This design comes from an exercise in tuning for small area and a short achievable clock period on the open sky130 flow, not from production work. Only simulation tests tie the RTL to the original design; equivalence was not proved. Power and IR drop assume default switching activity.

<file path="flow/run.sh">
#!/bin/bash
# The standard layout (the standard.sh), except that the port buffers are
# sky130_fd_sc_hd__buf_2 cells instead of the default delay buffers.
set -euo pipefail
export BUFFER_PORTS_ARGS="-buffer_cell sky130_fd_sc_hd__buf_2"
bash standard.sh > standard.log 2>&1
</file>
<file path="constraint.sdc">
create_clock -name core_clock -period 6.9 [get_ports {clk}]
set_input_delay 1.3800 -clock core_clock [delete_from_list [all_inputs] [get_ports {clk}]]
set_output_delay 1.3800 -clock core_clock [all_outputs]
set_load 0.01 [all_outputs]
</file>
<file path="design.v">
module mac_16bit(out_rounded,md,mr,clk,rst);
output reg [26:0] out_rounded;
input [15:0] md,mr;
input clk,rst;
reg [15:0] MD;
reg [7:0] ONE, TWO, NEG;         
reg [84:0] P;                  
reg [39:0] A;                    
reg [5:0] CB;                 
reg [8:0] k;       
reg clr;           
reg z1;            
reg r1, z2;        
wire zero = !rst | clr;
wire [16:0] mrx = {mr, 1'b0};
wire [7:0] one_n, two_n, neg_n;
genvar g;
generate for (g = 0; g < 8; g = g + 1) begin : enc
  assign one_n[g] = mrx[2*g+1] ^ mrx[2*g];
  assign two_n[g] = (mrx[2*g+2] & ~mrx[2*g+1] & ~mrx[2*g]) | (~mrx[2*g+2] & mrx[2*g+1] & mrx[2*g]);
  assign neg_n[g] = mrx[2*g+2] & ~(mrx[2*g+1] & mrx[2*g]);
end endgenerate
wire [16:0] pp0 = (({17{ONE[0]}} & {MD[15], MD}) | ({17{TWO[0]}} & {MD, 1'b0})) ^ {17{NEG[0]}};
wire ns0 = ~pp0[16];
wire [16:0] pp1 = (({17{ONE[1]}} & {MD[15], MD}) | ({17{TWO[1]}} & {MD, 1'b0})) ^ {17{NEG[1]}};
wire ns1 = ~pp1[16];
wire [16:0] pp2 = (({17{ONE[2]}} & {MD[15], MD}) | ({17{TWO[2]}} & {MD, 1'b0})) ^ {17{NEG[2]}};
wire ns2 = ~pp2[16];
wire [16:0] pp3 = (({17{ONE[3]}} & {MD[15], MD}) | ({17{TWO[3]}} & {MD, 1'b0})) ^ {17{NEG[3]}};
wire ns3 = ~pp3[16];
wire [16:0] pp4 = (({17{ONE[4]}} & {MD[15], MD}) | ({17{TWO[4]}} & {MD, 1'b0})) ^ {17{NEG[4]}};
wire ns4 = ~pp4[16];
wire [16:0] pp5 = (({17{ONE[5]}} & {MD[15], MD}) | ({17{TWO[5]}} & {MD, 1'b0})) ^ {17{NEG[5]}};
wire ns5 = ~pp5[16];
wire [16:0] pp6 = (({17{ONE[6]}} & {MD[15], MD}) | ({17{TWO[6]}} & {MD, 1'b0})) ^ {17{NEG[6]}};
wire ns6 = ~pp6[16];
wire [16:0] pp7 = (({17{ONE[7]}} & {MD[15], MD}) | ({17{TWO[7]}} & {MD, 1'b0})) ^ {17{NEG[7]}};
wire ns7 = ~pp7[16];
wire as1, ac2; assign {ac2, as1} = {1'b0, pp0[10]} + {1'b0, pp1[8]};
wire as3, ac4; assign {ac4, as3} = {1'b0, pp0[11]} + {1'b0, pp1[9]};
wire as5, ac6; assign {ac6, as5} = {1'b0, pp0[12]} + {1'b0, pp1[10]} + {1'b0, pp2[8]};
wire as7, ac8; assign {ac8, as7} = {1'b0, pp3[6]} + {1'b0, pp4[4]};
wire as9, ac10; assign {ac10, as9} = {1'b0, pp0[13]} + {1'b0, pp1[11]} + {1'b0, pp2[9]};
wire as11, ac12; assign {ac12, as11} = {1'b0, pp3[7]} + {1'b0, pp4[5]};
wire as13, ac14; assign {ac14, as13} = {1'b0, pp0[14]} + {1'b0, pp1[12]} + {1'b0, pp2[10]};
wire as15, ac16; assign {ac16, as15} = {1'b0, pp3[8]} + {1'b0, pp4[6]} + {1'b0, pp5[4]};
wire as17, ac18; assign {ac18, as17} = {1'b0, pp6[2]} + {1'b0, pp7[0]};
wire as19, ac20; assign {ac20, as19} = {1'b0, pp0[15]} + {1'b0, pp1[13]} + {1'b0, pp2[11]};
wire as21, ac22; assign {ac22, as21} = {1'b0, pp3[9]} + {1'b0, pp4[7]} + {1'b0, pp5[5]};
wire as23, ac24; assign {ac24, as23} = {1'b0, pp6[3]} + {1'b0, pp7[1]};
wire as25 = ~(ns0 ^ pp1[14]); wire ac26 = ns0 | pp1[14];
wire as27, ac28; assign {ac28, as27} = {1'b0, pp2[12]} + {1'b0, pp3[10]} + {1'b0, pp4[8]};
wire as29, ac30; assign {ac30, as29} = {1'b0, pp5[6]} + {1'b0, pp6[4]} + {1'b0, pp7[2]};
wire as31 = ~(pp1[15] ^ pp2[13]); wire ac32 = pp1[15] | pp2[13];
wire as33, ac34; assign {ac34, as33} = {1'b0, pp3[11]} + {1'b0, pp4[9]} + {1'b0, pp5[7]};
wire as35, ac36; assign {ac36, as35} = {1'b0, pp6[5]} + {1'b0, pp7[3]};
wire as37, ac38; assign {ac38, as37} = {1'b0, ns1} + {1'b0, pp2[14]} + {1'b0, pp3[12]};
wire as39, ac40; assign {ac40, as39} = {1'b0, pp4[10]} + {1'b0, pp5[8]} + {1'b0, pp6[6]};
wire as41 = ~(pp2[15] ^ pp3[13]); wire ac42 = pp2[15] | pp3[13];
wire as43, ac44; assign {ac44, as43} = {1'b0, pp4[11]} + {1'b0, pp5[9]};
wire as45, ac46; assign {ac46, as45} = {1'b0, ns2} + {1'b0, pp3[14]} + {1'b0, pp4[12]};
wire as47 = ~pp3[15];
wire as48, ac49; assign {ac49, as48} = {1'b0, pp0[6]} + {1'b0, pp1[4]};
wire as50, ac51; assign {ac51, as50} = {1'b0, pp0[7]} + {1'b0, pp1[5]};
wire as52, ac53; assign {ac53, as52} = {1'b0, pp0[8]} + {1'b0, pp1[6]} + {1'b0, pp2[4]};
wire as54, ac55; assign {ac55, as54} = {1'b0, pp3[2]} + {1'b0, pp4[0]};
wire as56, ac57; assign {ac57, as56} = {1'b0, pp0[9]} + {1'b0, pp1[7]} + {1'b0, pp2[5]};
wire as58, ac59; assign {ac59, as58} = {1'b0, pp3[3]} + {1'b0, pp4[1]};
wire as60, ac61; assign {ac61, as60} = {1'b0, as1} + {1'b0, pp2[6]} + {1'b0, pp3[4]};
wire as62, ac63; assign {ac63, as62} = {1'b0, pp4[2]} + {1'b0, pp5[0]} + {1'b0, NEG[5]};
wire as64, ac65; assign {ac65, as64} = {1'b0, as3} + {1'b0, pp2[7]} + {1'b0, pp3[5]};
wire as66, ac67; assign {ac67, as66} = {1'b0, pp4[3]} + {1'b0, pp5[1]} + {1'b0, ac2};
wire as68, ac69; assign {ac69, as68} = {1'b0, as5} + {1'b0, as7} + {1'b0, pp5[2]};
wire as70, ac71; assign {ac71, as70} = {1'b0, pp6[0]} + {1'b0, NEG[6]} + {1'b0, ac4};
wire as72, ac73; assign {ac73, as72} = {1'b0, as9} + {1'b0, as11} + {1'b0, pp5[3]};
wire as74, ac75; assign {ac75, as74} = {1'b0, pp6[1]} + {1'b0, ac6} + {1'b0, ac8};
wire as76, ac77; assign {ac77, as76} = {1'b0, as13} + {1'b0, as15} + {1'b0, as17};
wire as78, ac79; assign {ac79, as78} = {1'b0, NEG[7]} + {1'b0, ac10} + {1'b0, ac12};
wire as80, ac81; assign {ac81, as80} = {1'b0, as19} + {1'b0, as21} + {1'b0, as23};
wire as82, ac83; assign {ac83, as82} = {1'b0, ac14} + {1'b0, ac16} + {1'b0, ac18};
wire as84, ac85; assign {ac85, as84} = {1'b0, as25} + {1'b0, as27} + {1'b0, as29};
wire as86, ac87; assign {ac87, as86} = {1'b0, ac20} + {1'b0, ac22} + {1'b0, ac24};
wire as88, ac89; assign {ac89, as88} = {1'b0, as31} + {1'b0, as33} + {1'b0, as35};
wire as90, ac91; assign {ac91, as90} = {1'b0, ac26} + {1'b0, ac28} + {1'b0, ac30};
wire as92, ac93; assign {ac93, as92} = {1'b0, as37} + {1'b0, as39} + {1'b0, pp7[4]};
wire as94, ac95; assign {ac95, as94} = {1'b0, ac32} + {1'b0, ac34} + {1'b0, ac36};
wire as96, ac97; assign {ac97, as96} = {1'b0, as41} + {1'b0, as43} + {1'b0, pp6[7]};
wire as98, ac99; assign {ac99, as98} = {1'b0, pp7[5]} + {1'b0, ac38} + {1'b0, ac40};
wire as100, ac101; assign {ac101, as100} = {1'b0, as45} + {1'b0, pp5[10]} + {1'b0, pp6[8]};
wire as102, ac103; assign {ac103, as102} = {1'b0, pp7[6]} + {1'b0, ac42} + {1'b0, ac44};
wire as104, ac105; assign {ac105, as104} = {1'b0, as47} + {1'b0, pp4[13]} + {1'b0, pp5[11]};
wire as106, ac107; assign {ac107, as106} = {1'b0, pp6[9]} + {1'b0, pp7[7]} + {1'b0, ac46};
wire as108, ac109; assign {ac109, as108} = {1'b0, ns3} + {1'b0, pp4[14]} + {1'b0, pp5[12]};
wire as110, ac111; assign {ac111, as110} = {1'b0, pp6[10]} + {1'b0, pp7[8]} + {1'b0, pp3[15]};
wire as112 = ~(pp4[15] ^ pp5[13]); wire ac113 = pp4[15] | pp5[13];
wire as114, ac115; assign {ac115, as114} = {1'b0, pp6[11]} + {1'b0, pp7[9]};
wire as116, ac117; assign {ac117, as116} = {1'b0, ns4} + {1'b0, pp5[14]} + {1'b0, pp6[12]};
wire as118 = ~pp5[15];
wire as119, ac120; assign {ac120, as119} = {1'b0, pp0[4]} + {1'b0, pp1[2]};
wire as121, ac122; assign {ac122, as121} = {1'b0, pp0[5]} + {1'b0, pp1[3]};
wire as123, ac124; assign {ac124, as123} = {1'b0, as48} + {1'b0, pp2[2]} + {1'b0, pp3[0]};
wire as125, ac126; assign {ac126, as125} = {1'b0, as50} + {1'b0, pp2[3]} + {1'b0, pp3[1]};
wire as127, ac128; assign {ac128, as127} = {1'b0, as52} + {1'b0, as54} + {1'b0, NEG[4]};
wire as129, ac130; assign {ac130, as129} = {1'b0, as56} + {1'b0, as58} + {1'b0, ac53};
wire as131, ac132; assign {ac132, as131} = {1'b0, as60} + {1'b0, as62} + {1'b0, ac57};
wire as133, ac134; assign {ac134, as133} = {1'b0, as64} + {1'b0, as66} + {1'b0, ac61};
wire as135, ac136; assign {ac136, as135} = {1'b0, as68} + {1'b0, as70} + {1'b0, ac65};
wire as137, ac138; assign {ac138, as137} = {1'b0, as72} + {1'b0, as74} + {1'b0, ac69};
wire as139, ac140; assign {ac140, as139} = {1'b0, as76} + {1'b0, as78} + {1'b0, ac73};
wire as141, ac142; assign {ac142, as141} = {1'b0, as80} + {1'b0, as82} + {1'b0, ac77};
wire as143, ac144; assign {ac144, as143} = {1'b0, as84} + {1'b0, as86} + {1'b0, ac81};
wire as145, ac146; assign {ac146, as145} = {1'b0, as88} + {1'b0, as90} + {1'b0, ac85};
wire as147, ac148; assign {ac148, as147} = {1'b0, as92} + {1'b0, as94} + {1'b0, ac89};
wire as149, ac150; assign {ac150, as149} = {1'b0, as96} + {1'b0, as98} + {1'b0, ac93};
wire as151, ac152; assign {ac152, as151} = {1'b0, as100} + {1'b0, as102} + {1'b0, ac97};
wire as153, ac154; assign {ac154, as153} = {1'b0, as104} + {1'b0, as106} + {1'b0, ac101};
wire as155, ac156; assign {ac156, as155} = {1'b0, as108} + {1'b0, as110} + {1'b0, ac105};
wire as157, ac158; assign {ac158, as157} = {1'b0, as112} + {1'b0, as114} + {1'b0, ac109};
wire as159, ac160; assign {ac160, as159} = {1'b0, as116} + {1'b0, pp7[10]} + {1'b0, ac113};
wire as161, ac162; assign {ac162, as161} = {1'b0, as118} + {1'b0, pp6[13]} + {1'b0, pp7[11]};
wire as163, ac164; assign {ac164, as163} = {1'b0, ns5} + {1'b0, pp6[14]} + {1'b0, pp7[12]};
wire as165 = ~pp6[15];
wire [84:0] pnext;
assign pnext[0] = pp0[0];
assign pnext[1] = NEG[0];
assign pnext[2] = pp0[1];
assign pnext[3] = pp0[2];
assign pnext[4] = pp1[0];
assign pnext[5] = NEG[1];
assign pnext[6] = pp0[3];
assign pnext[7] = pp1[1];
assign pnext[8] = as119;
assign pnext[9] = pp2[0];
assign pnext[10] = NEG[2];
assign pnext[11] = as121;
assign pnext[12] = pp2[1];
assign pnext[13] = ac120;
assign pnext[14] = as123;
assign pnext[15] = NEG[3];
assign pnext[16] = ac122;
assign pnext[17] = as125;
assign pnext[18] = ac49;
assign pnext[19] = ac124;
assign pnext[20] = as127;
assign pnext[21] = ac51;
assign pnext[22] = ac126;
assign pnext[23] = as129;
assign pnext[24] = ac55;
assign pnext[25] = ac128;
assign pnext[26] = as131;
assign pnext[27] = ac59;
assign pnext[28] = ac130;
assign pnext[29] = as133;
assign pnext[30] = ac63;
assign pnext[31] = ac132;
assign pnext[32] = as135;
assign pnext[33] = ac67;
assign pnext[34] = ac134;
assign pnext[35] = as137;
assign pnext[36] = ac71;
assign pnext[37] = ac136;
assign pnext[38] = as139;
assign pnext[39] = ac75;
assign pnext[40] = ac138;
assign pnext[41] = as141;
assign pnext[42] = ac79;
assign pnext[43] = ac140;
assign pnext[44] = as143;
assign pnext[45] = ac83;
assign pnext[46] = ac142;
assign pnext[47] = as145;
assign pnext[48] = ac87;
assign pnext[49] = ac144;
assign pnext[50] = as147;
assign pnext[51] = ac91;
assign pnext[52] = ac146;
assign pnext[53] = as149;
assign pnext[54] = ac95;
assign pnext[55] = ac148;
assign pnext[56] = as151;
assign pnext[57] = ac99;
assign pnext[58] = ac150;
assign pnext[59] = as153;
assign pnext[60] = ac103;
assign pnext[61] = ac152;
assign pnext[62] = as155;
assign pnext[63] = ac107;
assign pnext[64] = ac154;
assign pnext[65] = as157;
assign pnext[66] = ac111;
assign pnext[67] = ac156;
assign pnext[68] = as159;
assign pnext[69] = ac115;
assign pnext[70] = ac158;
assign pnext[71] = as161;
assign pnext[72] = ac117;
assign pnext[73] = ac160;
assign pnext[74] = as163;
assign pnext[75] = pp5[15];
assign pnext[76] = ac162;
assign pnext[77] = as165;
assign pnext[78] = pp7[13];
assign pnext[79] = ac164;
assign pnext[80] = ns6;
assign pnext[81] = pp7[14];
assign pnext[82] = pp6[15];
assign pnext[83] = pp7[15];
assign pnext[84] = ns7;
wire bs166, bc167; assign {bc167, bs166} = {1'b0, P[3]} + {1'b0, P[4]};
wire bs168, bc169; assign {bc169, bs168} = {1'b0, P[6]} + {1'b0, P[7]};
wire [1:0] bt172 = {1'b0, ~P[8]} + {1'b0, ~P[9]} + {1'b0, ~P[10]}; wire bs170 = ~bt172[0]; wire bc171 = ~bt172[1];
wire [1:0] bt175 = {1'b0, ~P[11]} + {1'b0, ~P[12]} + {1'b0, ~P[13]}; wire bs173 = ~bt175[0]; wire bc174 = ~bt175[1];
wire [1:0] bt178 = {1'b0, ~P[14]} + {1'b0, ~P[15]} + {1'b0, ~P[16]}; wire bs176 = ~bt178[0]; wire bc177 = ~bt178[1];
wire [1:0] bt181 = {1'b0, ~P[17]} + {1'b0, ~P[18]} + {1'b0, ~P[19]}; wire bs179 = ~bt181[0]; wire bc180 = ~bt181[1];
wire [1:0] bt184 = {1'b0, ~P[20]} + {1'b0, ~P[21]} + {1'b0, ~P[22]}; wire bs182 = ~bt184[0]; wire bc183 = ~bt184[1];
wire [1:0] bt187 = {1'b0, ~P[23]} + {1'b0, ~P[24]} + {1'b0, ~P[25]}; wire bs185 = ~bt187[0]; wire bc186 = ~bt187[1];
wire [1:0] bt190 = {1'b0, ~P[26]} + {1'b0, ~P[27]} + {1'b0, ~P[28]}; wire bs188 = ~bt190[0]; wire bc189 = ~bt190[1];
wire [1:0] bt193 = {1'b0, ~P[29]} + {1'b0, ~P[30]} + {1'b0, ~P[31]}; wire bs191 = ~bt193[0]; wire bc192 = ~bt193[1];
wire [1:0] bt196 = {1'b0, ~P[32]} + {1'b0, ~P[33]} + {1'b0, ~P[34]}; wire bs194 = ~bt196[0]; wire bc195 = ~bt196[1];
wire [1:0] bt199 = {1'b0, ~P[35]} + {1'b0, ~P[36]} + {1'b0, ~P[37]}; wire bs197 = ~bt199[0]; wire bc198 = ~bt199[1];
wire [1:0] bt202 = {1'b0, ~P[38]} + {1'b0, ~P[39]} + {1'b0, ~P[40]}; wire bs200 = ~bt202[0]; wire bc201 = ~bt202[1];
wire [1:0] bt205 = {1'b0, ~P[41]} + {1'b0, ~P[42]} + {1'b0, ~P[43]}; wire bs203 = ~bt205[0]; wire bc204 = ~bt205[1];
wire [1:0] bt208 = {1'b0, ~P[44]} + {1'b0, ~P[45]} + {1'b0, ~P[46]}; wire bs206 = ~bt208[0]; wire bc207 = ~bt208[1];
wire [1:0] bt211 = {1'b0, ~P[47]} + {1'b0, ~P[48]} + {1'b0, ~P[49]}; wire bs209 = ~bt211[0]; wire bc210 = ~bt211[1];
wire [1:0] bt214 = {1'b0, ~P[50]} + {1'b0, ~P[51]} + {1'b0, ~P[52]}; wire bs212 = ~bt214[0]; wire bc213 = ~bt214[1];
wire [1:0] bt217 = {1'b0, ~P[53]} + {1'b0, ~P[54]} + {1'b0, ~P[55]}; wire bs215 = ~bt217[0]; wire bc216 = ~bt217[1];
wire [1:0] bt220 = {1'b0, ~P[56]} + {1'b0, ~P[57]} + {1'b0, ~P[58]}; wire bs218 = ~bt220[0]; wire bc219 = ~bt220[1];
wire [1:0] bt223 = {1'b0, ~P[59]} + {1'b0, ~P[60]} + {1'b0, ~P[61]}; wire bs221 = ~bt223[0]; wire bc222 = ~bt223[1];
wire [1:0] bt226 = {1'b0, ~P[62]} + {1'b0, ~P[63]} + {1'b0, ~P[64]}; wire bs224 = ~bt226[0]; wire bc225 = ~bt226[1];
wire [1:0] bt229 = {1'b0, ~P[65]} + {1'b0, ~P[66]} + {1'b0, ~P[67]}; wire bs227 = ~bt229[0]; wire bc228 = ~bt229[1];
wire [1:0] bt232 = {1'b0, ~P[68]} + {1'b0, ~P[69]} + {1'b0, ~P[70]}; wire bs230 = ~bt232[0]; wire bc231 = ~bt232[1];
wire [1:0] bt235 = {1'b0, ~P[71]} + {1'b0, ~P[72]} + {1'b0, ~P[73]}; wire bs233 = ~bt235[0]; wire bc234 = ~bt235[1];
wire [1:0] bt238 = {1'b0, ~P[74]} + {1'b0, ~P[75]} + {1'b0, ~P[76]}; wire bs236 = ~bt238[0]; wire bc237 = ~bt238[1];
wire [1:0] bt241 = {1'b0, ~P[77]} + {1'b0, ~P[78]} + {1'b0, ~P[79]}; wire bs239 = ~bt241[0]; wire bc240 = ~bt241[1];
wire [1:0] bt244 = {1'b0, ~P[80]} + {1'b0, ~P[81]} + {1'b0, ~P[82]}; wire bs242 = ~bt244[0]; wire bc243 = ~bt244[1];
wire bs245 = ~P[83];
wire bs246, bc247; assign {bc247, bs246} = {1'b0, P[0]} + {1'b0, P[1]};
wire bs248, bc249; assign {bc249, bs248} = {1'b0, P[2]} + {1'b0, A[1]};
wire [1:0] bt252 = {1'b0, ~bs166} + {1'b0, ~P[5]} + {1'b0, ~A[2]}; wire bs250 = ~bt252[0]; wire bc251 = ~bt252[1];
wire [1:0] bt255 = {1'b0, ~bs168} + {1'b0, ~A[3]} + {1'b0, ~bc167}; wire bs253 = ~bt255[0]; wire bc254 = ~bt255[1];
wire [1:0] bt258 = {1'b0, ~bs170} + {1'b0, ~A[4]} + {1'b0, ~bc169}; wire bs256 = ~bt258[0]; wire bc257 = ~bt258[1];
wire [1:0] bt261 = {1'b0, ~bs173} + {1'b0, ~A[5]} + {1'b0, ~bc171}; wire bs259 = ~bt261[0]; wire bc260 = ~bt261[1];
wire [1:0] bt264 = {1'b0, ~bs176} + {1'b0, ~A[6]} + {1'b0, ~bc174}; wire bs262 = ~bt264[0]; wire bc263 = ~bt264[1];
wire [1:0] bt267 = {1'b0, ~bs179} + {1'b0, ~A[7]} + {1'b0, ~bc177}; wire bs265 = ~bt267[0]; wire bc266 = ~bt267[1];
wire [1:0] bt270 = {1'b0, ~bs182} + {1'b0, ~A[8]} + {1'b0, ~bc180}; wire bs268 = ~bt270[0]; wire bc269 = ~bt270[1];
wire [1:0] bt273 = {1'b0, ~bs185} + {1'b0, ~A[9]} + {1'b0, ~bc183}; wire bs271 = ~bt273[0]; wire bc272 = ~bt273[1];
wire [1:0] bt276 = {1'b0, ~bs188} + {1'b0, ~A[10]} + {1'b0, ~bc186}; wire bs274 = ~bt276[0]; wire bc275 = ~bt276[1];
wire [1:0] bt279 = {1'b0, ~bs191} + {1'b0, ~A[11]} + {1'b0, ~bc189}; wire bs277 = ~bt279[0]; wire bc278 = ~bt279[1];
wire [1:0] bt282 = {1'b0, ~bs194} + {1'b0, ~A[12]} + {1'b0, ~bc192}; wire bs280 = ~bt282[0]; wire bc281 = ~bt282[1];
wire [1:0] bt285 = {1'b0, ~bs197} + {1'b0, ~A[13]} + {1'b0, ~bc195}; wire bs283 = ~bt285[0]; wire bc284 = ~bt285[1];
wire [1:0] bt288 = {1'b0, ~bs200} + {1'b0, ~A[14]} + {1'b0, ~bc198}; wire bs286 = ~bt288[0]; wire bc287 = ~bt288[1];
wire [1:0] bt291 = {1'b0, ~bs203} + {1'b0, ~A[15]} + {1'b0, ~bc201}; wire bs289 = ~bt291[0]; wire bc290 = ~bt291[1];
wire [1:0] bt294 = {1'b0, ~bs206} + {1'b0, ~A[16]} + {1'b0, ~bc204}; wire bs292 = ~bt294[0]; wire bc293 = ~bt294[1];
wire [1:0] bt297 = {1'b0, ~bs209} + {1'b0, ~A[17]} + {1'b0, ~bc207}; wire bs295 = ~bt297[0]; wire bc296 = ~bt297[1];
wire [1:0] bt300 = {1'b0, ~bs212} + {1'b0, ~A[18]} + {1'b0, ~bc210}; wire bs298 = ~bt300[0]; wire bc299 = ~bt300[1];
wire [1:0] bt303 = {1'b0, ~bs215} + {1'b0, ~A[19]} + {1'b0, ~bc213}; wire bs301 = ~bt303[0]; wire bc302 = ~bt303[1];
wire [1:0] bt306 = {1'b0, ~bs218} + {1'b0, ~A[20]} + {1'b0, ~bc216}; wire bs304 = ~bt306[0]; wire bc305 = ~bt306[1];
wire [1:0] bt309 = {1'b0, ~bs221} + {1'b0, ~A[21]} + {1'b0, ~bc219}; wire bs307 = ~bt309[0]; wire bc308 = ~bt309[1];
wire [1:0] bt312 = {1'b0, ~bs224} + {1'b0, ~A[22]} + {1'b0, ~bc222}; wire bs310 = ~bt312[0]; wire bc311 = ~bt312[1];
wire [1:0] bt315 = {1'b0, ~bs227} + {1'b0, ~A[23]} + {1'b0, ~bc225}; wire bs313 = ~bt315[0]; wire bc314 = ~bt315[1];
wire [1:0] bt318 = {1'b0, ~bs230} + {1'b0, ~A[24]} + {1'b0, ~bc228}; wire bs316 = ~bt318[0]; wire bc317 = ~bt318[1];
wire [1:0] bt321 = {1'b0, ~bs233} + {1'b0, ~A[25]} + {1'b0, ~bc231}; wire bs319 = ~bt321[0]; wire bc320 = ~bt321[1];
wire [1:0] bt324 = {1'b0, ~bs236} + {1'b0, ~A[26]} + {1'b0, ~bc234}; wire bs322 = ~bt324[0]; wire bc323 = ~bt324[1];
wire [1:0] bt327 = {1'b0, ~bs239} + {1'b0, ~A[27]} + {1'b0, ~bc237}; wire bs325 = ~bt327[0]; wire bc326 = ~bt327[1];
wire [1:0] bt330 = {1'b0, ~bs242} + {1'b0, ~A[28]} + {1'b0, ~bc240}; wire bs328 = ~bt330[0]; wire bc329 = ~bt330[1];
wire [1:0] bt333 = {1'b0, ~bs245} + {1'b0, ~A[29]} + {1'b0, ~bc243}; wire bs331 = ~bt333[0]; wire bc332 = ~bt333[1];
wire [1:0] bt336 = {1'b0, ~P[84]} + {1'b0, ~A[30]} + {1'b0, ~P[83]}; wire bs334 = ~bt336[0]; wire bc335 = ~bt336[1];
wire bs337 = ~A[31];
wire [7:0] yhi = 8'd0 + {7'd0, A[31]} - 8'd1;
wire k0_g338, k0_p344; assign {k0_g338, k0_p344} = {1'b0, bs246} + {1'b0, A[0]};
wire k0_g339, k0_p345; assign {k0_g339, k0_p345} = {1'b0, bs248} + {1'b0, bc247};
wire k0_g340, k0_p346; assign {k0_g340, k0_p346} = {1'b0, bs250} + {1'b0, bc249};
wire k0_g341, k0_p347; assign {k0_g341, k0_p347} = {1'b0, bs253} + {1'b0, bc251};
wire k0_g342, k0_p348; assign {k0_g342, k0_p348} = {1'b0, bs256} + {1'b0, bc254};
wire k0_g343, k0_p349; assign {k0_g343, k0_p349} = {1'b0, bs259} + {1'b0, bc257};
wire k0_G350 = k0_g339 | (k0_p345 & k0_g338);
wire k0_P351 = k0_p345 & k0_p344;
wire k0_G352 = k0_g340 | (k0_p346 & k0_g339);
wire k0_P353 = k0_p346 & k0_p345;
wire k0_G354 = k0_g341 | (k0_p347 & k0_g340);
wire k0_P355 = k0_p347 & k0_p346;
wire k0_G356 = k0_g342 | (k0_p348 & k0_g341);
wire k0_P357 = k0_p348 & k0_p347;
wire k0_G358 = k0_g343 | (k0_p349 & k0_g342);
wire k0_P359 = k0_p349 & k0_p348;
wire k0_G360 = k0_G352 | (k0_P353 & k0_g338);
wire k0_P361 = k0_P353 & k0_p344;
wire k0_G362 = k0_G354 | (k0_P355 & k0_G350);
wire k0_P363 = k0_P355 & k0_P351;
wire k0_G364 = k0_G356 | (k0_P357 & k0_G352);
wire k0_P365 = k0_P357 & k0_P353;
wire k0_G366 = k0_G358 | (k0_P359 & k0_G354);
wire k0_P367 = k0_P359 & k0_P355;
wire k0_G368 = k0_G364 | (k0_P365 & k0_g338);
wire k0_P369 = k0_P365 & k0_p344;
wire k0_G370 = k0_G366 | (k0_P367 & k0_G350);
wire k0_P371 = k0_P367 & k0_P351;
wire k0_s372 = k0_p344;
wire k0_s373 = k0_p345 ^ k0_g338;
wire k0_s374 = k0_p346 ^ k0_G350;
wire k0_s375 = k0_p347 ^ k0_G360;
wire k0_s376 = k0_p348 ^ k0_G362;
wire k0_s377 = k0_p349 ^ k0_G368;
wire k1_g378, k1_p384; assign {k1_g378, k1_p384} = {1'b0, bs262} + {1'b0, bc260};
wire k1_g379, k1_p385; assign {k1_g379, k1_p385} = {1'b0, bs265} + {1'b0, bc263};
wire k1_g380, k1_p386; assign {k1_g380, k1_p386} = {1'b0, bs268} + {1'b0, bc266};
wire k1_g381, k1_p387; assign {k1_g381, k1_p387} = {1'b0, bs271} + {1'b0, bc269};
wire k1_g382, k1_p388; assign {k1_g382, k1_p388} = {1'b0, bs274} + {1'b0, bc272};
wire k1_g383, k1_p389; assign {k1_g383, k1_p389} = {1'b0, bs277} + {1'b0, bc275};
wire k1_G390 = k1_g379 | (k1_p385 & k1_g378);
wire k1_P391 = k1_p385 & k1_p384;
wire k1_G392 = k1_g380 | (k1_p386 & k1_g379);
wire k1_P393 = k1_p386 & k1_p385;
wire k1_G394 = k1_g381 | (k1_p387 & k1_g380);
wire k1_P395 = k1_p387 & k1_p386;
wire k1_G396 = k1_g382 | (k1_p388 & k1_g381);
wire k1_P397 = k1_p388 & k1_p387;
wire k1_G398 = k1_g383 | (k1_p389 & k1_g382);
wire k1_P399 = k1_p389 & k1_p388;
wire k1_G400 = k1_G392 | (k1_P393 & k1_g378);
wire k1_P401 = k1_P393 & k1_p384;
wire k1_G402 = k1_G394 | (k1_P395 & k1_G390);
wire k1_P403 = k1_P395 & k1_P391;
wire k1_G404 = k1_G396 | (k1_P397 & k1_G392);
wire k1_P405 = k1_P397 & k1_P393;
wire k1_G406 = k1_G398 | (k1_P399 & k1_G394);
wire k1_P407 = k1_P399 & k1_P395;
wire k1_G408 = k1_G404 | (k1_P405 & k1_g378);
wire k1_P409 = k1_P405 & k1_p384;
wire k1_G410 = k1_G406 | (k1_P407 & k1_G390);
wire k1_P411 = k1_P407 & k1_P391;
wire k1_s412 = k1_p384 ^ CB[0];
wire k1_c413 = k1_g378 | (k1_p384 & CB[0]);
wire k1_s414 = k1_p385 ^ k1_c413;
wire k1_c415 = k1_G390 | (k1_P391 & CB[0]);
wire k1_s416 = k1_p386 ^ k1_c415;
wire k1_c417 = k1_G400 | (k1_P401 & CB[0]);
wire k1_s418 = k1_p387 ^ k1_c417;
wire k1_c419 = k1_G402 | (k1_P403 & CB[0]);
wire k1_s420 = k1_p388 ^ k1_c419;
wire k1_c421 = k1_G408 | (k1_P409 & CB[0]);
wire k1_s422 = k1_p389 ^ k1_c421;
wire k1_co423 = k1_G410 | (k1_P411 & CB[0]);
wire k2_g424, k2_p430; assign {k2_g424, k2_p430} = {1'b0, bs280} + {1'b0, bc278};
wire k2_g425, k2_p431; assign {k2_g425, k2_p431} = {1'b0, bs283} + {1'b0, bc281};
wire k2_g426, k2_p432; assign {k2_g426, k2_p432} = {1'b0, bs286} + {1'b0, bc284};
wire k2_g427, k2_p433; assign {k2_g427, k2_p433} = {1'b0, bs289} + {1'b0, bc287};
wire k2_g428, k2_p434; assign {k2_g428, k2_p434} = {1'b0, bs292} + {1'b0, bc290};
wire k2_g429, k2_p435; assign {k2_g429, k2_p435} = {1'b0, bs295} + {1'b0, bc293};
wire k2_G436 = k2_g425 | (k2_p431 & k2_g424);
wire k2_P437 = k2_p431 & k2_p430;
wire k2_G438 = k2_g426 | (k2_p432 & k2_g425);
wire k2_P439 = k2_p432 & k2_p431;
wire k2_G440 = k2_g427 | (k2_p433 & k2_g426);
wire k2_P441 = k2_p433 & k2_p432;
wire k2_G442 = k2_g428 | (k2_p434 & k2_g427);
wire k2_P443 = k2_p434 & k2_p433;
wire k2_G444 = k2_g429 | (k2_p435 & k2_g428);
wire k2_P445 = k2_p435 & k2_p434;
wire k2_G446 = k2_G438 | (k2_P439 & k2_g424);
wire k2_P447 = k2_P439 & k2_p430;
wire k2_G448 = k2_G440 | (k2_P441 & k2_G436);
wire k2_P449 = k2_P441 & k2_P437;
wire k2_G450 = k2_G442 | (k2_P443 & k2_G438);
wire k2_P451 = k2_P443 & k2_P439;
wire k2_G452 = k2_G444 | (k2_P445 & k2_G440);
wire k2_P453 = k2_P445 & k2_P441;
wire k2_G454 = k2_G450 | (k2_P451 & k2_g424);
wire k2_P455 = k2_P451 & k2_p430;
wire k2_G456 = k2_G452 | (k2_P453 & k2_G436);
wire k2_P457 = k2_P453 & k2_P437;
wire k2_s458 = k2_p430 ^ CB[1];
wire k2_c459 = k2_g424 | (k2_p430 & CB[1]);
wire k2_s460 = k2_p431 ^ k2_c459;
wire k2_c461 = k2_G436 | (k2_P437 & CB[1]);
wire k2_s462 = k2_p432 ^ k2_c461;
wire k2_c463 = k2_G446 | (k2_P447 & CB[1]);
wire k2_s464 = k2_p433 ^ k2_c463;
wire k2_c465 = k2_G448 | (k2_P449 & CB[1]);
wire k2_s466 = k2_p434 ^ k2_c465;
wire k2_c467 = k2_G454 | (k2_P455 & CB[1]);
wire k2_s468 = k2_p435 ^ k2_c467;
wire k2_co469 = k2_G456 | (k2_P457 & CB[1]);
wire k3_g470, k3_p476; assign {k3_g470, k3_p476} = {1'b0, bs298} + {1'b0, bc296};
wire k3_g471, k3_p477; assign {k3_g471, k3_p477} = {1'b0, bs301} + {1'b0, bc299};
wire k3_g472, k3_p478; assign {k3_g472, k3_p478} = {1'b0, bs304} + {1'b0, bc302};
wire k3_g473, k3_p479; assign {k3_g473, k3_p479} = {1'b0, bs307} + {1'b0, bc305};
wire k3_g474, k3_p480; assign {k3_g474, k3_p480} = {1'b0, bs310} + {1'b0, bc308};
wire k3_g475, k3_p481; assign {k3_g475, k3_p481} = {1'b0, bs313} + {1'b0, bc311};
wire k3_G482 = k3_g471 | (k3_p477 & k3_g470);
wire k3_P483 = k3_p477 & k3_p476;
wire k3_G484 = k3_g472 | (k3_p478 & k3_g471);
wire k3_P485 = k3_p478 & k3_p477;
wire k3_G486 = k3_g473 | (k3_p479 & k3_g472);
wire k3_P487 = k3_p479 & k3_p478;
wire k3_G488 = k3_g474 | (k3_p480 & k3_g473);
wire k3_P489 = k3_p480 & k3_p479;
wire k3_G490 = k3_g475 | (k3_p481 & k3_g474);
wire k3_P491 = k3_p481 & k3_p480;
wire k3_G492 = k3_G484 | (k3_P485 & k3_g470);
wire k3_P493 = k3_P485 & k3_p476;
wire k3_G494 = k3_G486 | (k3_P487 & k3_G482);
wire k3_P495 = k3_P487 & k3_P483;
wire k3_G496 = k3_G488 | (k3_P489 & k3_G484);
wire k3_P497 = k3_P489 & k3_P485;
wire k3_G498 = k3_G490 | (k3_P491 & k3_G486);
wire k3_P499 = k3_P491 & k3_P487;
wire k3_G500 = k3_G496 | (k3_P497 & k3_g470);
wire k3_P501 = k3_P497 & k3_p476;
wire k3_G502 = k3_G498 | (k3_P499 & k3_G482);
wire k3_P503 = k3_P499 & k3_P483;
wire k3_s504 = k3_p476 ^ CB[2];
wire k3_c505 = k3_g470 | (k3_p476 & CB[2]);
wire k3_s506 = k3_p477 ^ k3_c505;
wire k3_c507 = k3_G482 | (k3_P483 & CB[2]);
wire k3_s508 = k3_p478 ^ k3_c507;
wire k3_c509 = k3_G492 | (k3_P493 & CB[2]);
wire k3_s510 = k3_p479 ^ k3_c509;
wire k3_c511 = k3_G494 | (k3_P495 & CB[2]);
wire k3_s512 = k3_p480 ^ k3_c511;
wire k3_c513 = k3_G500 | (k3_P501 & CB[2]);
wire k3_s514 = k3_p481 ^ k3_c513;
wire k3_co515 = k3_G502 | (k3_P503 & CB[2]);
wire k4_g516, k4_p522; assign {k4_g516, k4_p522} = {1'b0, bs316} + {1'b0, bc314};
wire k4_g517, k4_p523; assign {k4_g517, k4_p523} = {1'b0, bs319} + {1'b0, bc317};
wire k4_g518, k4_p524; assign {k4_g518, k4_p524} = {1'b0, bs322} + {1'b0, bc320};
wire k4_g519, k4_p525; assign {k4_g519, k4_p525} = {1'b0, bs325} + {1'b0, bc323};
wire k4_g520, k4_p526; assign {k4_g520, k4_p526} = {1'b0, bs328} + {1'b0, bc326};
wire k4_g521, k4_p527; assign {k4_g521, k4_p527} = {1'b0, bs331} + {1'b0, bc329};
wire k4_G528 = k4_g517 | (k4_p523 & k4_g516);
wire k4_P529 = k4_p523 & k4_p522;
wire k4_G530 = k4_g518 | (k4_p524 & k4_g517);
wire k4_P531 = k4_p524 & k4_p523;
wire k4_G532 = k4_g519 | (k4_p525 & k4_g518);
wire k4_P533 = k4_p525 & k4_p524;
wire k4_G534 = k4_g520 | (k4_p526 & k4_g519);
wire k4_P535 = k4_p526 & k4_p525;
wire k4_G536 = k4_g521 | (k4_p527 & k4_g520);
wire k4_P537 = k4_p527 & k4_p526;
wire k4_G538 = k4_G530 | (k4_P531 & k4_g516);
wire k4_P539 = k4_P531 & k4_p522;
wire k4_G540 = k4_G532 | (k4_P533 & k4_G528);
wire k4_P541 = k4_P533 & k4_P529;
wire k4_G542 = k4_G534 | (k4_P535 & k4_G530);
wire k4_P543 = k4_P535 & k4_P531;
wire k4_G544 = k4_G536 | (k4_P537 & k4_G532);
wire k4_P545 = k4_P537 & k4_P533;
wire k4_G546 = k4_G542 | (k4_P543 & k4_g516);
wire k4_P547 = k4_P543 & k4_p522;
wire k4_G548 = k4_G544 | (k4_P545 & k4_G528);
wire k4_P549 = k4_P545 & k4_P529;
wire k4_s550 = k4_p522 ^ CB[3];
wire k4_c551 = k4_g516 | (k4_p522 & CB[3]);
wire k4_s552 = k4_p523 ^ k4_c551;
wire k4_c553 = k4_G528 | (k4_P529 & CB[3]);
wire k4_s554 = k4_p524 ^ k4_c553;
wire k4_c555 = k4_G538 | (k4_P539 & CB[3]);
wire k4_s556 = k4_p525 ^ k4_c555;
wire k4_c557 = k4_G540 | (k4_P541 & CB[3]);
wire k4_s558 = k4_p526 ^ k4_c557;
wire k4_c559 = k4_G546 | (k4_P547 & CB[3]);
wire k4_s560 = k4_p527 ^ k4_c559;
wire k4_co561 = k4_G548 | (k4_P549 & CB[3]);
wire k5_g562, k5_p568; assign {k5_g562, k5_p568} = {1'b0, bs334} + {1'b0, bc332};
wire k5_g563, k5_p569; assign {k5_g563, k5_p569} = {1'b0, bs337} + {1'b0, bc335};
wire k5_g564, k5_p570; assign {k5_g564, k5_p570} = {1'b0, A[32]} + {1'b0, yhi[0]};
wire k5_g565, k5_p571; assign {k5_g565, k5_p571} = {1'b0, A[33]} + {1'b0, yhi[1]};
wire k5_g566, k5_p572; assign {k5_g566, k5_p572} = {1'b0, A[34]} + {1'b0, yhi[2]};
wire k5_g567, k5_p573; assign {k5_g567, k5_p573} = {1'b0, A[35]} + {1'b0, yhi[3]};
wire k5_G574 = k5_g563 | (k5_p569 & k5_g562);
wire k5_P575 = k5_p569 & k5_p568;
wire k5_G576 = k5_g564 | (k5_p570 & k5_g563);
wire k5_P577 = k5_p570 & k5_p569;
wire k5_G578 = k5_g565 | (k5_p571 & k5_g564);
wire k5_P579 = k5_p571 & k5_p570;
wire k5_G580 = k5_g566 | (k5_p572 & k5_g565);
wire k5_P581 = k5_p572 & k5_p571;
wire k5_G582 = k5_g567 | (k5_p573 & k5_g566);
wire k5_P583 = k5_p573 & k5_p572;
wire k5_G584 = k5_G576 | (k5_P577 & k5_g562);
wire k5_P585 = k5_P577 & k5_p568;
wire k5_G586 = k5_G578 | (k5_P579 & k5_G574);
wire k5_P587 = k5_P579 & k5_P575;
wire k5_G588 = k5_G580 | (k5_P581 & k5_G576);
wire k5_P589 = k5_P581 & k5_P577;
wire k5_G590 = k5_G582 | (k5_P583 & k5_G578);
wire k5_P591 = k5_P583 & k5_P579;
wire k5_G592 = k5_G588 | (k5_P589 & k5_g562);
wire k5_P593 = k5_P589 & k5_p568;
wire k5_G594 = k5_G590 | (k5_P591 & k5_G574);
wire k5_P595 = k5_P591 & k5_P575;
wire k5_s596 = k5_p568 ^ CB[4];
wire k5_c597 = k5_g562 | (k5_p568 & CB[4]);
wire k5_s598 = k5_p569 ^ k5_c597;
wire k5_c599 = k5_G574 | (k5_P575 & CB[4]);
wire k5_s600 = k5_p570 ^ k5_c599;
wire k5_c601 = k5_G584 | (k5_P585 & CB[4]);
wire k5_s602 = k5_p571 ^ k5_c601;
wire k5_c603 = k5_G586 | (k5_P587 & CB[4]);
wire k5_s604 = k5_p572 ^ k5_c603;
wire k5_c605 = k5_G592 | (k5_P593 & CB[4]);
wire k5_s606 = k5_p573 ^ k5_c605;
wire k5_co607 = k5_G594 | (k5_P595 & CB[4]);
wire k6_g608, k6_p612; assign {k6_g608, k6_p612} = {1'b0, A[36]} + {1'b0, yhi[4]};
wire k6_g609, k6_p613; assign {k6_g609, k6_p613} = {1'b0, A[37]} + {1'b0, yhi[5]};
wire k6_g610, k6_p614; assign {k6_g610, k6_p614} = {1'b0, A[38]} + {1'b0, yhi[6]};
wire k6_g611, k6_p615; assign {k6_g611, k6_p615} = {1'b0, A[39]} + {1'b0, yhi[7]};
wire k6_G616 = k6_g609 | (k6_p613 & k6_g608);
wire k6_P617 = k6_p613 & k6_p612;
wire k6_G618 = k6_g610 | (k6_p614 & k6_g609);
wire k6_P619 = k6_p614 & k6_p613;
wire k6_G620 = k6_g611 | (k6_p615 & k6_g610);
wire k6_P621 = k6_p615 & k6_p614;
wire k6_G622 = k6_G618 | (k6_P619 & k6_g608);
wire k6_P623 = k6_P619 & k6_p612;
wire k6_G624 = k6_G620 | (k6_P621 & k6_G616);
wire k6_P625 = k6_P621 & k6_P617;
wire k6_s626 = k6_p612 ^ CB[5];
wire k6_c627 = k6_g608 | (k6_p612 & CB[5]);
wire k6_s628 = k6_p613 ^ k6_c627;
wire k6_c629 = k6_G616 | (k6_P617 & CB[5]);
wire k6_s630 = k6_p614 ^ k6_c629;
wire k6_c631 = k6_G622 | (k6_P623 & CB[5]);
wire k6_s632 = k6_p615 ^ k6_c631;
wire k6_co633 = k6_G624 | (k6_P625 & CB[5]);
wire [39:0] sum = {k6_s632, k6_s630, k6_s628, k6_s626, k5_s606, k5_s604, k5_s602, k5_s600, k5_s598, k5_s596, k4_s560, k4_s558, k4_s556, k4_s554, k4_s552, k4_s550, k3_s514, k3_s512, k3_s510, k3_s508, k3_s506, k3_s504, k2_s468, k2_s466, k2_s464, k2_s462, k2_s460, k2_s458, k1_s422, k1_s420, k1_s418, k1_s416, k1_s414, k1_s412, k0_s377, k0_s376, k0_s375, k0_s374, k0_s373, k0_s372};
wire [5:0] cbnext = {k5_co607, k4_co561, k3_co515, k2_co469, k1_co423, k0_G370};
wire [13:0] L = {1'b0, A[12:0]} + {7'd0, CB[0], 6'd0} + {1'd0, CB[1], 12'd0};
wire c13 = L[13];
wire up = L[12] & ((A[13] ^ c13) | (|L[11:0]));
wire rg634, rp661; assign {rg634, rp661} = {1'b0, A[13]} + {1'b0, c13};
wire rg635 = 1'b0; wire rp662 = A[14];
wire rg636 = 1'b0; wire rp663 = A[15];
wire rg637 = 1'b0; wire rp664 = A[16];
wire rg638 = 1'b0; wire rp665 = A[17];
wire rg639, rp666; assign {rg639, rp666} = {1'b0, A[18]} + {1'b0, CB[2]};
wire rg640 = 1'b0; wire rp667 = A[19];
wire rg641 = 1'b0; wire rp668 = A[20];
wire rg642 = 1'b0; wire rp669 = A[21];
wire rg643 = 1'b0; wire rp670 = A[22];
wire rg644 = 1'b0; wire rp671 = A[23];
wire rg645, rp672; assign {rg645, rp672} = {1'b0, A[24]} + {1'b0, CB[3]};
wire rg646 = 1'b0; wire rp673 = A[25];
wire rg647 = 1'b0; wire rp674 = A[26];
wire rg648 = 1'b0; wire rp675 = A[27];
wire rg649 = 1'b0; wire rp676 = A[28];
wire rg650 = 1'b0; wire rp677 = A[29];
wire rg651, rp678; assign {rg651, rp678} = {1'b0, A[30]} + {1'b0, CB[4]};
wire rg652 = 1'b0; wire rp679 = A[31];
wire rg653 = 1'b0; wire rp680 = A[32];
wire rg654 = 1'b0; wire rp681 = A[33];
wire rg655 = 1'b0; wire rp682 = A[34];
wire rg656 = 1'b0; wire rp683 = A[35];
wire rg657, rp684; assign {rg657, rp684} = {1'b0, A[36]} + {1'b0, CB[5]};
wire rg658 = 1'b0; wire rp685 = A[37];
wire rg659 = 1'b0; wire rp686 = A[38];
wire rg660 = 1'b0; wire rp687 = A[39];
wire rG688 = rg635 | (rp662 & rg634);
wire rP689 = rp662 & rp661;
wire rG690 = rg637 | (rp664 & rg636);
wire rP691 = rp664 & rp663;
wire rG692 = rg639 | (rp666 & rg638);
wire rP693 = rp666 & rp665;
wire rG694 = rg641 | (rp668 & rg640);
wire rP695 = rp668 & rp667;
wire rG696 = rg643 | (rp670 & rg642);
wire rP697 = rp670 & rp669;
wire rG698 = rg645 | (rp672 & rg644);
wire rP699 = rp672 & rp671;
wire rG700 = rg647 | (rp674 & rg646);
wire rP701 = rp674 & rp673;
wire rG702 = rg649 | (rp676 & rg648);
wire rP703 = rp676 & rp675;
wire rG704 = rg651 | (rp678 & rg650);
wire rP705 = rp678 & rp677;
wire rG706 = rg653 | (rp680 & rg652);
wire rP707 = rp680 & rp679;
wire rG708 = rg655 | (rp682 & rg654);
wire rP709 = rp682 & rp681;
wire rG710 = rg657 | (rp684 & rg656);
wire rP711 = rp684 & rp683;
wire rG712 = rg659 | (rp686 & rg658);
wire rP713 = rp686 & rp685;
wire rG714 = rg636 | (rp663 & rG688);
wire rP715 = rp663 & rP689;
wire rG716 = rG690 | (rP691 & rG688);
wire rP717 = rP691 & rP689;
wire rG718 = rg640 | (rp667 & rG692);
wire rP719 = rp667 & rP693;
wire rG720 = rG694 | (rP695 & rG692);
wire rP721 = rP695 & rP693;
wire rG722 = rg644 | (rp671 & rG696);
wire rP723 = rp671 & rP697;
wire rG724 = rG698 | (rP699 & rG696);
wire rP725 = rP699 & rP697;
wire rG726 = rg648 | (rp675 & rG700);
wire rP727 = rp675 & rP701;
wire rG728 = rG702 | (rP703 & rG700);
wire rP729 = rP703 & rP701;
wire rG730 = rg652 | (rp679 & rG704);
wire rP731 = rp679 & rP705;
wire rG732 = rG706 | (rP707 & rG704);
wire rP733 = rP707 & rP705;
wire rG734 = rg656 | (rp683 & rG708);
wire rP735 = rp683 & rP709;
wire rG736 = rG710 | (rP711 & rG708);
wire rP737 = rP711 & rP709;
wire rG738 = rg660 | (rp687 & rG712);
wire rP739 = rp687 & rP713;
wire rG740 = rg638 | (rp665 & rG716);
wire rP741 = rp665 & rP717;
wire rG742 = rG692 | (rP693 & rG716);
wire rP743 = rP693 & rP717;
wire rG744 = rG718 | (rP719 & rG716);
wire rP745 = rP719 & rP717;
wire rG746 = rG720 | (rP721 & rG716);
wire rP747 = rP721 & rP717;
wire rG748 = rg646 | (rp673 & rG724);
wire rP749 = rp673 & rP725;
wire rG750 = rG700 | (rP701 & rG724);
wire rP751 = rP701 & rP725;
wire rG752 = rG726 | (rP727 & rG724);
wire rP753 = rP727 & rP725;
wire rG754 = rG728 | (rP729 & rG724);
wire rP755 = rP729 & rP725;
wire rG756 = rg654 | (rp681 & rG732);
wire rP757 = rp681 & rP733;
wire rG758 = rG708 | (rP709 & rG732);
wire rP759 = rP709 & rP733;
wire rG760 = rG734 | (rP735 & rG732);
wire rP761 = rP735 & rP733;
wire rG762 = rG736 | (rP737 & rG732);
wire rP763 = rP737 & rP733;
wire rG764 = rg642 | (rp669 & rG746);
wire rP765 = rp669 & rP747;
wire rG766 = rG696 | (rP697 & rG746);
wire rP767 = rP697 & rP747;
wire rG768 = rG722 | (rP723 & rG746);
wire rP769 = rP723 & rP747;
wire rG770 = rG724 | (rP725 & rG746);
wire rP771 = rP725 & rP747;
wire rG772 = rG748 | (rP749 & rG746);
wire rP773 = rP749 & rP747;
wire rG774 = rG750 | (rP751 & rG746);
wire rP775 = rP751 & rP747;
wire rG776 = rG752 | (rP753 & rG746);
wire rP777 = rP753 & rP747;
wire rG778 = rG754 | (rP755 & rG746);
wire rP779 = rP755 & rP747;
wire rG780 = rg658 | (rp685 & rG762);
wire rP781 = rp685 & rP763;
wire rG782 = rG712 | (rP713 & rG762);
wire rP783 = rP713 & rP763;
wire rG784 = rG738 | (rP739 & rG762);
wire rP785 = rP739 & rP763;
wire rG786 = rg650 | (rp677 & rG778);
wire rP787 = rp677 & rP779;
wire rG788 = rG704 | (rP705 & rG778);
wire rP789 = rP705 & rP779;
wire rG790 = rG730 | (rP731 & rG778);
wire rP791 = rP731 & rP779;
wire rG792 = rG732 | (rP733 & rG778);
wire rP793 = rP733 & rP779;
wire rG794 = rG756 | (rP757 & rG778);
wire rP795 = rP757 & rP779;
wire rG796 = rG758 | (rP759 & rG778);
wire rP797 = rP759 & rP779;
wire rG798 = rG760 | (rP761 & rG778);
wire rP799 = rP761 & rP779;
wire rG800 = rG762 | (rP763 & rG778);
wire rP801 = rP763 & rP779;
wire rG802 = rG780 | (rP781 & rG778);
wire rP803 = rP781 & rP779;
wire rG804 = rG782 | (rP783 & rG778);
wire rP805 = rP783 & rP779;
wire rG806 = rG784 | (rP785 & rG778);
wire rP807 = rP785 & rP779;
wire rs808 = rp661 ^ up;
wire rc809 = rg634 | (rp661 & up);
wire rs810 = rp662 ^ rc809;
wire rc811 = rG688 | (rP689 & up);
wire rs812 = rp663 ^ rc811;
wire rc813 = rG714 | (rP715 & up);
wire rs814 = rp664 ^ rc813;
wire rc815 = rG716 | (rP717 & up);
wire rs816 = rp665 ^ rc815;
wire rc817 = rG740 | (rP741 & up);
wire rs818 = rp666 ^ rc817;
wire rc819 = rG742 | (rP743 & up);
wire rs820 = rp667 ^ rc819;
wire rc821 = rG744 | (rP745 & up);
wire rs822 = rp668 ^ rc821;
wire rc823 = rG746 | (rP747 & up);
wire rs824 = rp669 ^ rc823;
wire rc825 = rG764 | (rP765 & up);
wire rs826 = rp670 ^ rc825;
wire rc827 = rG766 | (rP767 & up);
wire rs828 = rp671 ^ rc827;
wire rc829 = rG768 | (rP769 & up);
wire rs830 = rp672 ^ rc829;
wire rc831 = rG770 | (rP771 & up);
wire rs832 = rp673 ^ rc831;
wire rc833 = rG772 | (rP773 & up);
wire rs834 = rp674 ^ rc833;
wire rc835 = rG774 | (rP775 & up);
wire rs836 = rp675 ^ rc835;
wire rc837 = rG776 | (rP777 & up);
wire rs838 = rp676 ^ rc837;
wire rc839 = rG778 | (rP779 & up);
wire rs840 = rp677 ^ rc839;
wire rc841 = rG786 | (rP787 & up);
wire rs842 = rp678 ^ rc841;
wire rc843 = rG788 | (rP789 & up);
wire rs844 = rp679 ^ rc843;
wire rc845 = rG790 | (rP791 & up);
wire rs846 = rp680 ^ rc845;
wire rc847 = rG792 | (rP793 & up);
wire rs848 = rp681 ^ rc847;
wire rc849 = rG794 | (rP795 & up);
wire rs850 = rp682 ^ rc849;
wire rc851 = rG796 | (rP797 & up);
wire rs852 = rp683 ^ rc851;
wire rc853 = rG798 | (rP799 & up);
wire rs854 = rp684 ^ rc853;
wire rc855 = rG800 | (rP801 & up);
wire rs856 = rp685 ^ rc855;
wire rc857 = rG802 | (rP803 & up);
wire rs858 = rp686 ^ rc857;
wire rc859 = rG804 | (rP805 & up);
wire rs860 = rp687 ^ rc859;
wire rco861 = rG806 | (rP807 & up);
wire [26:0] rnd = {rs860, rs858, rs856, rs854, rs852, rs850, rs848, rs846, rs844, rs842, rs840, rs838, rs836, rs834, rs832, rs830, rs828, rs826, rs824, rs822, rs820, rs818, rs816, rs814, rs812, rs810, rs808};
always @(posedge clk) begin
  MD <= md;
  ONE <= one_n;
  TWO <= two_n;
  NEG <= neg_n;
  P <= pnext;
  z1 <= zero;
  r1 <= !rst;
  z2 <= r1;
  if (z1 | z2) A <= 40'd0;
  else A <= sum;
  if (z1 | z2) CB <= 6'd0;
  else CB <= cbnext;
  out_rounded <= (zero | z1) ? 27'd0 : rnd;
  if (zero) k <= {8'd0, clr};
  else k <= k + 9'd1;
  clr <= rst & !clr & (k == 9'd258);
end
endmodule
</file>
<file path="standard.sh">
#!/bin/bash
# synth_recipe.tcl (not shown) runs the flow's synth.tcl, then flattens the netlist and writes it again
# the make line also repeats each setting of config.mk as NAME=value (left out here)
make -C /OpenROAD-flow-scripts/flow DESIGN_CONFIG=/design/flow/config.mk WORK_HOME=/design/flow/orfs CLKGATE_MAP_FILE= SYNTH_SCRIPT=/design/flow/synth_recipe.tcl "${@:-finish}"
</file>
<file path="config.mk">
export PLATFORM = sky130hd
export DESIGN_NAME = mac_16bit
export DESIGN_NICKNAME = mac_16bit
export VERILOG_FILES = /design/flow/design.v
export SDC_FILE = /design/flow/constraint.sdc
export NUM_CORES = 4
export LEC_CHECK = 0
export CAP_MARGIN = 20
export CORE_MARGIN = 2
export CORE_UTILIZATION = 60
export CTS_CLUSTER_DIAMETER = 100
export CTS_CLUSTER_SIZE = 20
export SETUP_SLACK_MARGIN = 4.15
export SLEW_MARGIN = 20
</file>
==> notes.md, run 1 <==
Status
The run finished with no timing, DRC or antenna violations.

Critical path
The critical path in this run is classified as reg2reg. The critical path data arrival time is 3010 ps. STA classifies the critical path startpoint as a register. The endpoint class of the critical path is a register. Along the worst path, the maximum fanout reaches 16. The number of cells traversed by the worst register-to-register path is 5. The data required time of the worst path is 7250 ps.

Global route
The first global-routing pass estimated ~40000 µm of wire. The number of antenna violations at the first check in global routing is 0. The number of global-route vias before repair is 7869.

Entering global routing, the biggest net connects 43 pins. Global routing finished with a remaining overflow of 0. For this run, the total global-route usage over all layers was measured as 0.229.

Route
After detailed routing, the number of remaining DRC violations is 0. The pre-antenna-repair detailed-routing pass consisted of 5 iterations. In this run the remaining antenna-violating nets after routing total 0.

After detailed routing, the total wire length is 25000 µm. The first routing iteration left 432 violations. The routed wirelength normalized by instance count is 16.8 µm. The via count of the routed design is 8137. In the routed layout, each cell is associated on average with a via count of about 5.5.

CTS
The CTS tree is yes. Counting the buffers created by CTS gives 14. The tree is rooted in a sky130_fd_sc_hd__clkbuf_16. For this design, the CTS-stage hold fixing added 0 buffers. The maximum count of clock buffers along a single path is 3.

Clock-pin slew was measured on the worst setup and hold paths at 80 ps. The depth of the CTS H-tree is 1. The clock sink count is about 210. For the worst-skew pair, the clock arrives at the later sink with an insertion delay of 480 ps.

Die
The die height is 149 µm. The core region is 0.0208 mm². The floorplan step defined a die boundary enclosing approximately 0.022 mm².

The die outline width is 149 µm. The number of placement rows is 53. For this configuration, the core starts out at a cell density of 0.607. The count of pins on the block boundary is approximately 60.

Finish
Of the cells placed in the final design, the portion with a size suffix greater than 1 is 0.128. The area of all placed cells without fillers is between 0.01 and 0.015 mm². The area growth from synthesis to layout is 7.36%. The area taken by flip-flops and latches is 0.00427 mm². Summing all multi-input logic gate instances after layout gives 0.00778 mm².

The number of diodes added for antenna fixing is 0. The total of fill cells in the finished design is 1735. The fraction of the core area covered by cells at the end of the flow is 0.652.

At the end of the flow, the number of nets in the layout was roughly 1400.

STA
The final-report max-slew violation count is 0. For the pin with the worst max-slew slack, the measured transition is 809 ps. Based on the critical path, the design can be clocked at up to 0.376 GHz. Between clock sinks in the finished design, the worst skew comes to ~13 ps. Counting I/O delays and the setup requirement, the final critical path takes 2660 ps. The number of endpoints with negative hold slack in the final report is 0. Setup repair after global routing could not meet its margin everywhere. Setup violations remaining at the end of the flow were counted as 0. The post-route setup TNS is 0 ps.

The final clock period utilization by the worst path is 0.386. Headroom to the max-slew limit came out at 0.460. The tightest hold path in the finished design has a slack of roughly 330 ps.

Flow run
The tool flagged a number of max-cap violations equal to 0.

Logic synthesis
Yosys mapped a number of flops with a built-in enable equal to 0. Counting flops and latches in the post-synthesis netlist gives 211. The net count after synthesis is 1446.

After synthesis, the mean cell area works out to 10.4 µm². By instance count, the leading cell after synthesis is sky130_fd_sc_hd__dfxtp_1. Counting instances in the post-synthesis netlist gives the leading cell types as sky130_fd_sc_hd__dfxtp_1 (211), sky130_fd_sc_hd__xnor2_1 (126), sky130_fd_sc_hd__fa_1 (122), sky130_fd_sc_hd__a22oi_1 (120), sky130_fd_sc_hd__inv_1 (114). Counting flops with an async set or reset pin after synthesis yields a share of 0.

The library cell with the largest summed area after synthesis is sky130_fd_sc_hd__dfxtp_1. For this run, the register share of the synthesized area comes to 0.334. After synthesis, the cell types taking the most area are sky130_fd_sc_hd__dfxtp_1 (33%), sky130_fd_sc_hd__fa_1 (19%), sky130_fd_sc_hd__xnor2_1 (8.7%), sky130_fd_sc_hd__ha_1 (7.9%), sky130_fd_sc_hd__a22oi_1 (7.1%). The synthesized netlist contains 58 unique library cells. The leading register cell type out of synthesis is sky130_fd_sc_hd__dfxtp_1.

For this run, the number of Yosys warnings is 1. The synthesized area is between 0.01 and 0.015 mm². Of the post-synthesis cell area, the dominant cell type holds 0.334. Synthesis produced 1210 cells.

Placement
The final weighted congestion of routability-driven global placement is roughly 0.85. Buffers placed on the I/O ports in this run total 60. The total half-perimeter wirelength after legalization and detailed placement is 18300 µm. After detailed placement, the total cell area comes to 0.0130 mm².

Pwr
Summed over all cells, the static leakage comes to 5.80 nW. The maximum VDD drop is 250 µV. After layout, the design draws a total of 6.04 mW. Power spread over the standard cell area amounts to 445 mW/mm².

Min path
The number of cells traversed by the worst hold path is 0. In this run the worst hold path is classified as reg2reg.
## per-stage QoR
stage,worst slack (ps),std cells
floorplan,4170,1210
global route,4110,1485
detailed placement,3840,1466
finish,4240,1485
CTS,4160,1482
global placement,3890,1466
## routing by layer
metal | up-vias | track usage | share of wire
met2 | 226 | 0.346 | 0.43
li1 | 3976 | - | -
met1 | 3900 | 0.345 | 0.50
met4 | 0 | 0.0529 | 0.019
met5 | - | 0 | 0
met3 | 35 | 0.0398 | 0.051
## cells in the final DEF, fill, tap and decap left out, types with 13 or more instances in the layout
| cell | count |
|---|---|
| sky130_fd_sc_hd__a21o_1 | 13 |
| sky130_fd_sc_hd__a21oi_1 | 23 |
| sky130_fd_sc_hd__a22oi_1 | 120 |
| sky130_fd_sc_hd__buf_2 | 60 |
| sky130_fd_sc_hd__clkbuf_16 | 15 |
| sky130_fd_sc_hd__dfxtp_1 | 173 |
| sky130_fd_sc_hd__dfxtp_2 | 37 |
| sky130_fd_sc_hd__fa_1 | 119 |
| sky130_fd_sc_hd__ha_1 | 78 |
| sky130_fd_sc_hd__inv_1 | 114 |
| sky130_fd_sc_hd__nand2_1 | 28 |
| sky130_fd_sc_hd__nor2_1 | 69 |
| sky130_fd_sc_hd__nor3_1 | 17 |
| sky130_fd_sc_hd__o21ai_0 | 27 |
| sky130_fd_sc_hd__xnor2_1 | 126 |
| sky130_fd_sc_hd__xor2_1 | 60 |
## path summary, 6_finish.rpt
check	startpoint	slack, ps	to
hold / removal	r1	330	z2
hold reg to reg	r1	330	z2
setup / recovery	MD[9]	4240	P[38]
setup reg to reg	MD[9]	4240	P[38]
## worst max-delay path: stages (launching register included)
cell	delay, ps
sky130_fd_sc_hd__dfxtp_2	570
sky130_fd_sc_hd__a22oi_1	180
sky130_fd_sc_hd__xnor2_1	280
sky130_fd_sc_hd__fa_1	500
sky130_fd_sc_hd__fa_1	580
sky130_fd_sc_hd__fa_1	420
## kinds of logic after synthesis
| group | share of synthesized area |
|---|---|
| DFF | 0.334 |
| buffers and inverters | 0.0587 |
| muxes | 0.00455 |
| AOI/OAI and AO/OA | 0.126 |
| and+or+nand+nor | 0.0753 |
| xor gates and xnor gates | 0.129 |
| adders and majority gates | 0.272 |
## power by group
part / switching, mW / internal [mW] / leakage (nW)
registers: 0.274 / 1.53 / 1.76
clock network: 0.397 / 0.391 / 0.191
logic: 1.76 / 1.68 / 3.85
## cell type report
cell class / count / share of cell area
Multi-Input combinational cell: 803 / 0.573
Sequential cell: 211 / 0.315
Inverter: 114 / 0.0315
Clock buffer: 15 / 0.0277
Timing Repair Buffer: 66 / 0.0264
Tap cell: 275 / 0.0254
Clock inverter: 1 / 0.000830
## state kept, by name (all words and copies together) (netlist names)
signal and count:
z1 1, TWO 8, NEG 8, clr 1
CB 6, A 40, k 9, MD 16
P 85, ONE 8, r1 1, z2 1
out_rounded 27
## what timing repair did
| action | 4_1_cts | 5_1_grt |
|---|---|---|
| setup endpoints to repair | 35 | 27 |
| gates resized for setup | 43 | 20 |
| pin swaps | 2 | 11 |
| setup buffers | 0 | 3 |
==> run 2, diff against run 1 <==
--- a/config.mk
+++ b/config.mk
@@ -12,2 +12,3 @@
 export CTS_CLUSTER_SIZE = 20
+export PLACE_DENSITY = 0.72
 export SETUP_SLACK_MARGIN = 4.15
==> run 2 against run 1 <==
Against the previous run: still clean on timing, DRC and antenna; clock power about the same; setup slack worse by 4.4 ps; maximum frequency is 0.16% lower; critical endpoint unchanged.
==> notes.md, run 2 <==
Logic synthesis
The per-instance average area after synthesis was 10.4 µm² (unchanged). The count of mapped cells out of synthesis was 1210 (unchanged). The unique cell type count in the Yosys netlist came to 58 (unchanged).

In the synthesized netlist, the cells that appear most often are sky130_fd_sc_hd__dfxtp_1 (211), sky130_fd_sc_hd__xnor2_1 (126), sky130_fd_sc_hd__fa_1 (122), sky130_fd_sc_hd__a22oi_1 (120), sky130_fd_sc_hd__inv_1 (114). The count of synthesis-stage warnings from yosys was 1 (unchanged). The flip-flop and latch count after synthesis is 211 (unchanged).

The net count after synthesis is 1446 (unchanged).

Flow run
The max-cap check violation count is 0 (unchanged).

Pwr
The sum of internal, switching and leakage power was 6.04 mW (about the same). The areal power density over the cells was 443 mW/mm² (-0.33%). The maximum VDD drop is 235 µV (-5.9%).

Critical path
The critical path data arrival time is 3000 ps (about the same). On the critical path, the stage with the largest delay is an instance of sky130_fd_sc_hd__dfxtp_2. The number of cells traversed by the worst register-to-register path is 6 (+1). The highest cell delay on the worst timing path is 580 ps (about the same). Traced cell by cell, the critical path runs through a22oi_1, xor2_1, fa_1, inv_1, fa_1, fa_1. The endpoint class of the critical path is a register. The element type at the critical path start is a register. The data required time of the worst path is 7240 ps (about the same).

CTS
The clock input transition at the sequential cells of the worst setup and hold paths is 90 ps (about the same). The clock sink count was 211 (unchanged). The clock tree root buffer cell is sky130_fd_sc_hd__clkbuf_16. The maximum count of clock buffers along a single path is 3 (unchanged).

STA
The post-route setup TNS was 0 ps (unchanged). The fmax is 0.375 GHz (-0.16%). The number of endpoints with negative hold slack in the final report is 0 (unchanged). The worst-case clock skew came to 35.3 ps (+22.4 ps).

The remaining max-slew budget at the tightest pin is 0.451 (-0.00892). Setup repair after global routing could not meet its margin everywhere.

Die
The area of the core is 0.0208 mm² (unchanged). The starting utilization of the core area is 0.607 (unchanged). The number of placement rows is 53 (unchanged). The die height is 149 µm (unchanged).

Status
The run finished with no timing, DRC or antenna violations.

Global route
The residual overflow from global routing is 0 (unchanged). The number of antenna violations at the first check in global routing is 0 (unchanged). The number of global-route vias before repair is 8302 (+5.5%). The overall track demand over capacity in global routing is 0.231 (+0.00263).

Finish
The net count reported at finish came to 1452 (+0.41%). The area taken by flip-flops and latches is 0.00427 mm² (unchanged). The multi-input logic area is 0.00780 mm² (+0.31%). From synthesis to final layout, the design area changed by 7.81%.

Placement
The total half-perimeter wirelength after legalization and detailed placement came to 18000 µm (-1.4%). The final weighted congestion of routability-driven global placement was 0.862 (+1.6%).

Route
The via density per instance is 5.52 (+0.72%). The routed wirelength normalized by instance count is 16.9 µm (+0.34%). The remaining routing DRC violations is 0 (unchanged). The post-route antenna net violation count came to 0 (unchanged).

The overall routed net length is 25200 µm (+0.81%).
-- run 2: cell counts after synthesis --
No cell type changed its count.
-- run 2: kinds of logic after synthesis --
logic type / count (synthesis) / synth area share
mux: 5 / 0.00455
xor+xnor: 186 / 0.129
compound gates: 226 / 0.126
flops: 211 / 0.334
fa+ha+maj: 202 / 0.272
simple gates: 184 / 0.0753
buf+inv: 196 / 0.0587
-- run 2: area by class of cell --
type | instances | area share
clock inverters | 1 | 0.000643
flip-flops and latches | 211 | 0.314
well taps | 275 | 0.0253
repair buffers | 72 | 0.0287
inverters | 114 | 0.0314
multi-input cells | 803 | 0.573
clock buffers | 16 | 0.0278
-- run 2: metal layers --
| layer | GRT usage | up-vias | part of all wire |
|---|---|---|---|
| met1 | 0.342 | 3955 | 0.46 |
| met5 | 0 | - | 0 |
| met2 | 0.362 | 254 | 0.46 |
| li1 | - | 3997 | - |
| met3 | 0.0379 | 28 | 0.068 |
| met4 | 0.0486 | 0 | 0.010 |
-- run 2: where the power goes --
| group | total [mW] | switching [mW] | leakage [nW] | internal [mW] |
|---|---|---|---|---|
| registers | 1.81 | 0.272 | 1.76 | 1.53 |
| logic | 3.45 | 1.78 | 3.88 | 1.67 |
| clock network | 0.788 | 0.396 | 0.191 | 0.392 |
| total | 6.04 | 2.44 | 5.83 | 3.60 |
-- run 2: per-stage QoR --
stage | instance area (µm²) | hold slack (ps) | utilization | setup slack, ps
6_report | 13600 | 339 | 0.654 | 4230
5_1_grt | 13600 | 350 | 0.654 | 4120
4_1_cts | 13500 | 343 | 0.648 | 4120
3_5_place_dp | 13000 | 318 | 0.624 | 3820
3_3_place_gp | 13000 | 317 | 0.624 | 3850
2_1_floorplan | 12600 | 310 | - | 4170
-- run 2: path summary, 6_finish.rpt --
| path | from | to |
|---|---|---|
| max | MD[8] | P[38] |
| min | r1 | z2 |
| max reg2reg | MD[8] | P[38] |
| min reg2reg | r1 | z2 |
-- run 2: timing repair --
| item | CTS | global route |
|---|---|---|
| hold endpoints to repair | 0 | 0 |
| buffers inserted | 2 | 6 |
| setup endpoints to repair | 35 | 47 |
| resized for setup | 42 | 29 |
| hold buffers | 0 | 0 |
| pin swaps | 3 | 11 |

Check on run 2: ideal ports give 4.233 ns setup slack; a clkbuf_16 on the clock port and buf_2 on the inputs give 4.233 ns; moving port delays by the midpoint clock arrival (0.516 ns) as well gives 3.816 ns.
